This is an optimization exercise on Yosys and OpenROAD, whose aim is small area, not a production implementation. In this exercise RTL edits were held to simulation tests only and were not proved equivalent to the original. The flow treats the clock pin as an ideal source, which a real chip does not have. Power figures rest on the tool's default switching activity, not on a simulated workload.

## yarrow
// breakthecode
module breakthecode(
    input clk,
    input reset,
    input confirm,
    input start,
    input [15:0] switches,
    output [3:0] A,
    output [3:0] B,
    output [7:0] AN,
    output [7:0] CN,
    output red,
    output blue,
    output green
    );
Size in the first run: roughly 420 cells after synthesis, roughly 68 flip-flops, about 4000 µm² of cells after synthesis.
==> module pulse_synchronizer, before the edit <==
module pulse_synchronizer(
    input clk,
    input in,
    output outb
    );
logic [1:0] ff_delay;
    always_ff @(posedge clk or posedge in)
      if (in) ff_delay <= 2'b00;
      else ff_delay <= {ff_delay[0],~in};    
assign outb = ff_delay[1];
endmodule
==> module timer, before the edit <==
module timer (
    input  wire        clk,
    input  wire        resetb,
    input  wire        enable,
    input  wire        reset_timer,
    output wire        timer_expires,
    output wire        zero,           
    output wire [16:0] digits          
    );
  localparam [2:0] PH_ZERO = 3'd0;
  localparam [2:0] PH_DEC  = 3'd2;
  reg [2:0]  ph;
  reg        h;
  reg [3:0]  t, u, d1, d0;
  wire dec  = (ph == PH_DEC);
  assign zero = (ph == PH_ZERO);
  wire z0 = (d0 == 4'd0);
  wire z1 = (d1 == 4'd0);
  wire z2 = (u == 4'd0);
  wire z3 = (t == 4'd0);
  wire hi_zero = ~h & z3 & z2 & z1;
  wire finished = ~zero & hi_zero & (d0 == {3'b000, dec});
  assign timer_expires = ~zero & hi_zero & z0;
  wire run = enable & ~finished;
  reg [2:0] ph_next;
  always @* begin
    case (ph)
      3'd7: ph_next = 3'd6;
      3'd6: ph_next = 3'd4;
      3'd4: ph_next = 3'd5;
      3'd5: ph_next = 3'd1;
      3'd1: ph_next = 3'd3;
      3'd3: ph_next = PH_DEC;    
      default: ph_next = 3'd6;
    endcase
    if (!run) ph_next = (zero | dec) ? 3'd7 : ph;
    if (reset_timer) ph_next = PH_ZERO;
  end
  always @(posedge clk or negedge resetb)
    if (!resetb) ph <= PH_ZERO;
    else ph <= ph_next;
  wire e0 = dec;
  wire e1 = e0 & z0;
  wire e2 = e1 & z1;
  wire e3 = e2 & z2;
  wire e4 = e3 & z3;
  always @(posedge clk) begin
    d0 <= zero ? 4'd0 : e0 ? bcd_dec(d0) : d0;
    d1 <= zero ? 4'd0 : e1 ? bcd_dec(d1) : d1;
    u  <= zero ? 4'd0 : e2 ? bcd_dec(u)  : u;
    t  <= zero ? 4'd8 : e3 ? bcd_dec(t)  : t;
    h  <= zero | (h & ~e4);
  end
  assign digits = {h, t, u, d1, d0};
  function [3:0] bcd_dec;
    input [3:0] b;
    bcd_dec = {b[3] ? b[0] : ~(b[2] | b[1] | b[0]),
               (b[2] & (b[1] | b[0])) | (b[3] & ~b[0]),
               b[0] ? b[1] : (~b[1] & (b[2] | b[3])),
               ~b[0]};
  endfunction
endmodule
==> flow/config.mk <==
export PLATFORM = sky130hd
export DESIGN_NAME = breakthecode
export DESIGN_NICKNAME = breakthecode
export VERILOG_FILES = /design/flow/design.v
export SDC_FILE = /design/flow/constraint.sdc
export NUM_CORES = 4
export LEC_CHECK = 0
export CAP_MARGIN = 20
export CORE_MARGIN = 2
export CORE_UTILIZATION = 40
export SLEW_MARGIN = 20
==> flow/constraint.sdc <==
create_clock -name core_clock -period 10.0 [get_ports {clk}]
set_input_delay 2.0000 -clock core_clock [delete_from_list [all_inputs] [get_ports {clk}]]
set_output_delay 2.0000 -clock core_clock [all_outputs]
set_load 0.01 [all_outputs]
standard.sh (not shown) runs the stock make flow with config.mk's settings and CLKGATE_MAP_FILE= SYNTH_SCRIPT=/design/flow/synth_recipe.tcl, a recipe that flattens the netlist after the stock synthesis.
==> flow/flow/run.sh <==
#!/bin/bash
# The standard layout (standard.sh) with three changes:
# - synthesis maps with flow/abc_speed.script, ORFS's own ABC script with
#   pin permutation and delay relaxation in &nf and without the buffering and
#   upsizing at its end (the design has several ns of slack);
# - ports get the smallest buffer, sky130_fd_sc_hd__buf_1;
# - the clock tree uses clkbuf_4 and no dummy loads, and flow/post_cts.tcl
#   upsizes the clkbuf_4 that drive many flip-flops to clkbuf_8.
set -euo pipefail
here=$(pwd)
cp -r "$FLOW_HOME/scripts" "$here/orfs_scripts"
cp "$here/flow/abc_speed.script" "$here/orfs_scripts/abc_speed.script"
SCRIPTS_DIR="$here/orfs_scripts" bash standard.sh synth > synth.log 2>&1
export BUFFER_PORTS_ARGS="-buffer_cell sky130_fd_sc_hd__buf_1"
export CTS_ARGS="-sink_clustering_enable -repair_clock_nets -buf_list sky130_fd_sc_hd__clkbuf_4 -dont_use_dummy_load"
export POST_CTS_TCL="$here/flow/post_cts.tcl"
bash standard.sh > layout.log 2>&1
==> flow/flow/abc_speed.script <==
&get -n
&st
&dch
&nf -R 1000 -p
&st
&syn2
&if -g -K 6
&synch2
&nf -R 1000 -p
&st
&syn2
&if -g -K 6
&synch2
&nf -R 1000 -p
&st
&syn2
&if -g -K 6
&synch2
&nf -R 1000 -p
&st
&syn2
&if -g -K 6
&synch2
&nf -R 1000 -p
&st
&syn2
&if -g -K 6
&synch2
&nf -R 1000 -p
&put
==> flow/flow/post_cts.tcl <==
# Sourced by ORFS at the end of CTS (POST_CTS_TCL): the clock tree is built of
# clkbuf_4; a clkbuf_4 that drives more than 10 clock pins becomes a clkbuf_8,
# so that the clock slew at every flip-flop stays well below the limit.
set block [ord::get_db_block]
set resized 0
foreach inst [$block getInsts] {
  if {[[$inst getMaster] getName] != "sky130_fd_sc_hd__clkbuf_4"} { continue }
  foreach iterm [$inst getITerms] {
    if {![$iterm isOutputSignal]} { continue }
    set net [$iterm getNet]
    if {$net == "NULL"} { continue }
    if {[llength [$net getITerms]] > 11} {
      puts "post_cts: [$inst getName] drives [expr {[llength [$net getITerms]] - 1}] pins, now clkbuf_8"
      replace_cell [$inst getName] sky130_fd_sc_hd__clkbuf_8
      incr resized
    }
  }
}
if {$resized > 0} {
  detailed_placement
  check_placement -verbose
  estimate_parasitics -placement
}
The inputs of maple differ from those of yarrow as listed below.
--- a/flow/design.v
+++ b/flow/design.v
@@ -38,26 +38,26 @@
     input in,
     output outb
     );
 logic [1:0] ff_delay;
     always_ff @(posedge clk or posedge in)
       if (in) ff_delay <= 2'b00;
-      else ff_delay <= {ff_delay[0],~in};    
+      else ff_delay <= {ff_delay[0],1'b1};
 assign outb = ff_delay[1];
 endmodule
 module timer (
     input  wire        clk,
     input  wire        resetb,
     input  wire        enable,
     input  wire        reset_timer,
     output wire        timer_expires,
     output wire        zero,           
     output wire [16:0] digits          
     );
   localparam [2:0] PH_ZERO = 3'd0;
-  localparam [2:0] PH_DEC  = 3'd2;
+  localparam [2:0] PH_DEC  = 3'd7;
   reg [2:0]  ph;
   reg        h;
   reg [3:0]  t, u, d1, d0;
   wire dec  = (ph == PH_DEC);
   assign zero = (ph == PH_ZERO);
   wire z0 = (d0 == 4'd0);
@@ -68,21 +68,21 @@
   wire finished = ~zero & hi_zero & (d0 == {3'b000, dec});
   assign timer_expires = ~zero & hi_zero & z0;
   wire run = enable & ~finished;
   reg [2:0] ph_next;
   always @* begin
     case (ph)
-      3'd7: ph_next = 3'd6;
-      3'd6: ph_next = 3'd4;
+      3'd1: ph_next = 3'd2;
+      3'd2: ph_next = 3'd3;
+      3'd3: ph_next = 3'd4;
       3'd4: ph_next = 3'd5;
-      3'd5: ph_next = 3'd1;
-      3'd1: ph_next = 3'd3;
-      3'd3: ph_next = PH_DEC;    
-      default: ph_next = 3'd6;
+      3'd5: ph_next = 3'd6;
+      3'd6: ph_next = PH_DEC;    
+      default: ph_next = 3'd2;
     endcase
-    if (!run) ph_next = (zero | dec) ? 3'd7 : ph;
+    if (!run) ph_next = (zero | dec) ? 3'd1 : ph;
     if (reset_timer) ph_next = PH_ZERO;
   end
   always @(posedge clk or negedge resetb)
     if (!resetb) ph <= PH_ZERO;
     else ph <= ph_next;
   wire e0 = dec;
Notes after the runs:
The layout multi-input combinational cell count in maple was higher than what yarrow gave. On maximum clock frequency, the higher figure sits with yarrow, not maple. The final reports for maple and yarrow show routed wire length higher in the former. Distinct cell type count of the synthesized netlist for maple: 7.9% up relative to yarrow. Relative to yarrow, post-route worst setup slack has gone down in maple. Compared with yarrow, maple is the less power-hungry design. Lower number of cells on the critical path was reported by yarrow, not maple. The final reports for maple and yarrow show starting density of the core higher in the former. Summary of maple over yarrow: part of the power in combinational logic saw a decrease, part of the cycle the worst path needs saw an increase, post-placement setup slack saw a decrease, power of the clock network saw little to no change, total iterations of the first detailed-routing run saw an increase. There was hardly any difference in insertion delay to the later sink of the worst-skew pair between yarrow and maple.

==> re-timing with driven ports <==
The results above use ideal ports. As a check the final layouts listed here were re-extracted and re-timed, cells and wires unchanged. Step 1: set_driving_cell puts a clkbuf_16 on clk and a buf_2 on each other input, an assumption about the parent block. Step 2, shift: input delay + t, output delay - t, t = (earliest + latest rising clock arrival at the registers) / 2. This alone moves slack from input paths to output paths. Three values: ideal, step 1, step 2; two values: the first two.
run | shift t [ns] | setup slack, ns | hold WS [ns] | clock arrival spread, ns | worst data-port slew with drivers (ns)
yarrow | 0.429 | 5.255 / 5.225 / 5.655 | 0.324 / 0.324 / 0.324 | 0.023 / 0.023 | 0.03
maple | 0.434 | 5.237 / 5.205 / 5.639 | 0.275 / 0.275 / 0.275 | 0.034 / 0.034 | 0.04
After both steps every run listed still meets setup and hold.
